This is an optimization exercise on Yosys and OpenROAD, whose aim is small area, not a production implementation. In this exercise RTL edits were held to simulation tests only and were not proved equivalent to the original. Power figures rest on the tool's default switching activity, not on a simulated workload.

// smv16b
module smv16b(
	output	[15:0]	dout_inst,
	output	reg [15:0]	dout_avg,
	input 	[15:0]	din,
	input 	run,
	input	sysrst,
	input	clk
);
	localparam [5:0] S_IDLE = 6'd0;
	localparam [5:0] S_POLL = 6'd1;
	localparam [5:0] S_F1   = 6'd3;    
	localparam [5:0] S_F20  = 6'd22;   
	localparam [5:0] S_F34  = 6'd6;    
	localparam [3:0] C_0    = 4'd0;
	localparam [3:0] C_13   = 4'd4;
	reg [5:0]  t;
	reg [3:0]  c;
	reg        clr;     
	reg        pend;    
	reg [15:0] ring [0:13];
	reg [15:0] n, d;
	reg [19:0] acc;
	wire rst   = ~sysrst;
	wire load  = (t == S_F1);
	wire swap  = pend & (c == C_0);
	wire cwrap = (c == C_13);
	wire [15:0] tap = ring[13];
	wire keep  = ~swap & ~clr;
	wire n_din = sysrst & load;
	wire n_tap = sysrst & swap;
	wire n_hld = sysrst & ~load & ~swap;
	wire d_new = sysrst & load;
	wire d_hld = sysrst & ~load;
	wire [5:0] t_lfsr = {t[4:0], ~(t[5] ^ t[4])};
	wire [3:0] c_lfsr = {c[2:0], ~(c[3] ^ c[2])};
	wire        init = (t == S_F20);
	wire [19:0] opa  = ({20{init}} & {4'b0, d}) | ({20{~init}} & acc);
  ...
For scale: about 540 cells after synthesis, about 300 flip-flops, about 8100 sq um of cells after synthesis.
Settings: LEC_CHECK=0, CAP_MARGIN=20, CORE_MARGIN=2, CORE_UTILIZATION=40, CTS_BUF_LIST=sky130_fd_sc_hd__clkbuf_8, CTS_CLUSTER_DIAMETER=60, CTS_CLUSTER_SIZE=14, SLEW_MARGIN=20; clock period 10.0 ns.
standard.sh (not shown) runs the stock make flow with config.mk's settings and CLKGATE_MAP_FILE= SYNTH_SCRIPT=/design/flow/synth_recipe.tcl, a recipe that flattens the netlist after the stock synthesis.
==> flow/flow/run.sh <==
#!/bin/bash
# Standard ORFS layout (the standard.sh), with the port buffers inserted
# by buffer_ports made from the smallest buffer cell instead of the default.
set -euo pipefail
export BUFFER_PORTS_ARGS="-buffer_cell sky130_fd_sc_hd__buf_1"
bash standard.sh > flow_orfs.log 2>&1
Change:
==> flow/flow/run.sh (replaced) <==
#!/bin/bash
# The standard ORFS layout (standard.sh) with two changes:
#  - synthesis maps the combinational logic with an area-oriented ABC script
#    (flow/abc_area.script) instead of ORFS's speed script; everything else
#    in synthesis (incl. -nofsm -noshare, flatten, rename) is unchanged, so the
#    registers are the standard synthesis's;
#  - the port buffers inserted by buffer_ports use the smallest buffer cell.
# Each tool's output goes to a log file in this folder.
set -euo pipefail
W=$(pwd)
# synthesis script: synth_recipe.tcl, sourcing a copy of ORFS's synth.tcl whose
# abc call uses our ABC script
sed 's#^  log_cmd abc {\*}\$abc_args#  set abc_args [lreplace $abc_args 1 1 '"$W"'/flow/abc_area.script]\n  log_cmd abc {*}$abc_args#' \
  "$FLOW_HOME/scripts/synth.tcl" > "$W/synth_area.tcl"
grep -q "flow/abc_area.script" "$W/synth_area.tcl"
sed "s#source \$::env(SCRIPTS_DIR)/synth.tcl#source $W/synth_area.tcl#" synth_recipe.tcl > "$W/synth_recipe_area.tcl"
grep -q "synth_area.tcl" "$W/synth_recipe_area.tcl"
sed "s#SYNTH_SCRIPT=[^ ]*#SYNTH_SCRIPT=$W/synth_recipe_area.tcl#" standard.sh > "$W/standard_area.sh"
grep -q "synth_recipe_area.tcl" "$W/standard_area.sh"
export BUFFER_PORTS_ARGS="-buffer_cell sky130_fd_sc_hd__buf_1"
bash "$W/standard_area.sh" > "$W/flow_orfs.log" 2>&1
==> flow/flow/abc_area.script (new file) <==
strash
dch -f
amap
topo
dnsize
CORE_UTILIZATION = 70   (was 40)
CTS_CLUSTER_SIZE = 19   (was 14)
PLACE_DENSITY = 0.8   (was not set)
What happened:
- register-to-register slack improved by 100 ps
- cell area goes down by a few percent
- first-iteration DRC count goes down slightly
- combinational power goes up to 3.4 times its value
- synthesized cell count goes up slightly
- total power goes up by a few percent
- area after synthesis goes down by a few percent
- worst setup slack improved by 100 ps
- global-route usage goes up by 8.8 points
- via count goes down slightly
Change:
==> flow/flow/run.sh (replaced) <==
#!/bin/bash
# Standard ORFS layout (the standard.sh), with the port buffers inserted
# by buffer_ports made from the smallest buffer cell instead of the default.
set -euo pipefail
export BUFFER_PORTS_ARGS="-buffer_cell sky130_fd_sc_hd__buf_1"
bash standard.sh > flow_orfs.log 2>&1
CORE_UTILIZATION = 40   (was 70)
CTS_BUF_LIST = sky130_fd_sc_hd__clkbuf_4   (was sky130_fd_sc_hd__clkbuf_8)
CTS_CLUSTER_DIAMETER = 40   (was 60)
CTS_CLUSTER_SIZE = 8   (was 19)
PLACE_DENSITY = not set   (was 0.8)
removed: flow/flow/abc_area.script
- The new run finished clean
- critical path depth shrinks by 3
- synthesized area goes up by 5.1%
- non-clock buffer count fell by 1
- sequential share of layout area falls by 5.2 points
Change:
==> flow/flow/run.sh (replaced) <==
#!/bin/bash
# The standard ORFS layout (standard.sh) with two changes:
#  - synthesis maps the combinational logic with an area-oriented ABC script
#    (flow/abc_area.script) instead of ORFS's speed script; everything else
#    in synthesis (incl. -nofsm -noshare, flatten, rename) is unchanged, so the
#    registers are the standard synthesis's;
#  - the port buffers inserted by buffer_ports use the smallest buffer cell.
# Each tool's output goes to a log file in this folder.
set -euo pipefail
W=$(pwd)
# synthesis script: synth_recipe.tcl, sourcing a copy of ORFS's synth.tcl whose
# abc call uses our ABC script
sed 's#^  log_cmd abc {\*}\$abc_args#  set abc_args [lreplace $abc_args 1 1 '"$W"'/flow/abc_area.script]\n  log_cmd abc {*}$abc_args#' \
  "$FLOW_HOME/scripts/synth.tcl" > "$W/synth_area.tcl"
grep -q "flow/abc_area.script" "$W/synth_area.tcl"
sed "s#source \$::env(SCRIPTS_DIR)/synth.tcl#source $W/synth_area.tcl#" synth_recipe.tcl > "$W/synth_recipe_area.tcl"
grep -q "synth_area.tcl" "$W/synth_recipe_area.tcl"
sed "s#SYNTH_SCRIPT=[^ ]*#SYNTH_SCRIPT=$W/synth_recipe_area.tcl#" standard.sh > "$W/standard_area.sh"
grep -q "synth_recipe_area.tcl" "$W/standard_area.sh"
export BUFFER_PORTS_ARGS="-buffer_cell sky130_fd_sc_hd__buf_1"
bash "$W/standard_area.sh" > "$W/flow_orfs.log" 2>&1
==> flow/flow/abc_area.script (new file) <==
strash
dch -f
amap
topo
dnsize
CORE_UTILIZATION = 70   (was 40)
CTS_BUF_LIST = sky130_fd_sc_hd__clkbuf_8   (was sky130_fd_sc_hd__clkbuf_4)
CTS_CLUSTER_DIAMETER = 60   (was 40)
CTS_CLUSTER_SIZE = 16   (was 8)
PLACE_DENSITY = 0.8   (was not set)
Final area drops by 6.5%.
Clock power drops by 20%.
Total power climbs by 0.43%.
Synthesized cell count climbs by 0.75%.
Combinational power climbs to 3.4 times its value.
Cell count drops by 15%.

## what the ideal ports hide
The results above use ideal ports. As a check the final layouts listed here were re-extracted and re-timed, cells and wires unchanged.
Step 1 assumes that a clkbuf_16 drives the clock port and a buf_2 every other input.
Step 2 adds t to the input delays and takes it off the output delays; t is the mean of the earliest and latest rising clock arrival at the registers after step 1. Input paths then give back, and output paths get back, about the clock's delay inside the block.
a / b / c = ideal ports / drivers / drivers and shift; a / b = the first two.
| run | t (ns) | slack for setup (ns) | hold WS [ns] | latest minus earliest clock arrival (ns) |
|---|---|---|---|---|
| the first run | 0.566 | 0.611 / 0.611 / 0.611 | 0.308 / 0.308 / 0.308 | 0.026 / 0.026 |
| the second run | 0.526 | 0.715 / 0.715 / 0.715 | 0.316 / 0.316 / 0.316 | 0.029 / 0.028 |
| the third run | 0.654 | 0.621 / 0.621 / 0.621 | 0.310 / 0.310 / 0.310 | 0.034 / 0.034 |
| the fourth run | 0.545 | 0.707 / 0.707 / 0.707 | 0.319 / 0.319 / 0.319 | 0.024 / 0.024 |
After both steps every run listed still meets setup and hold.
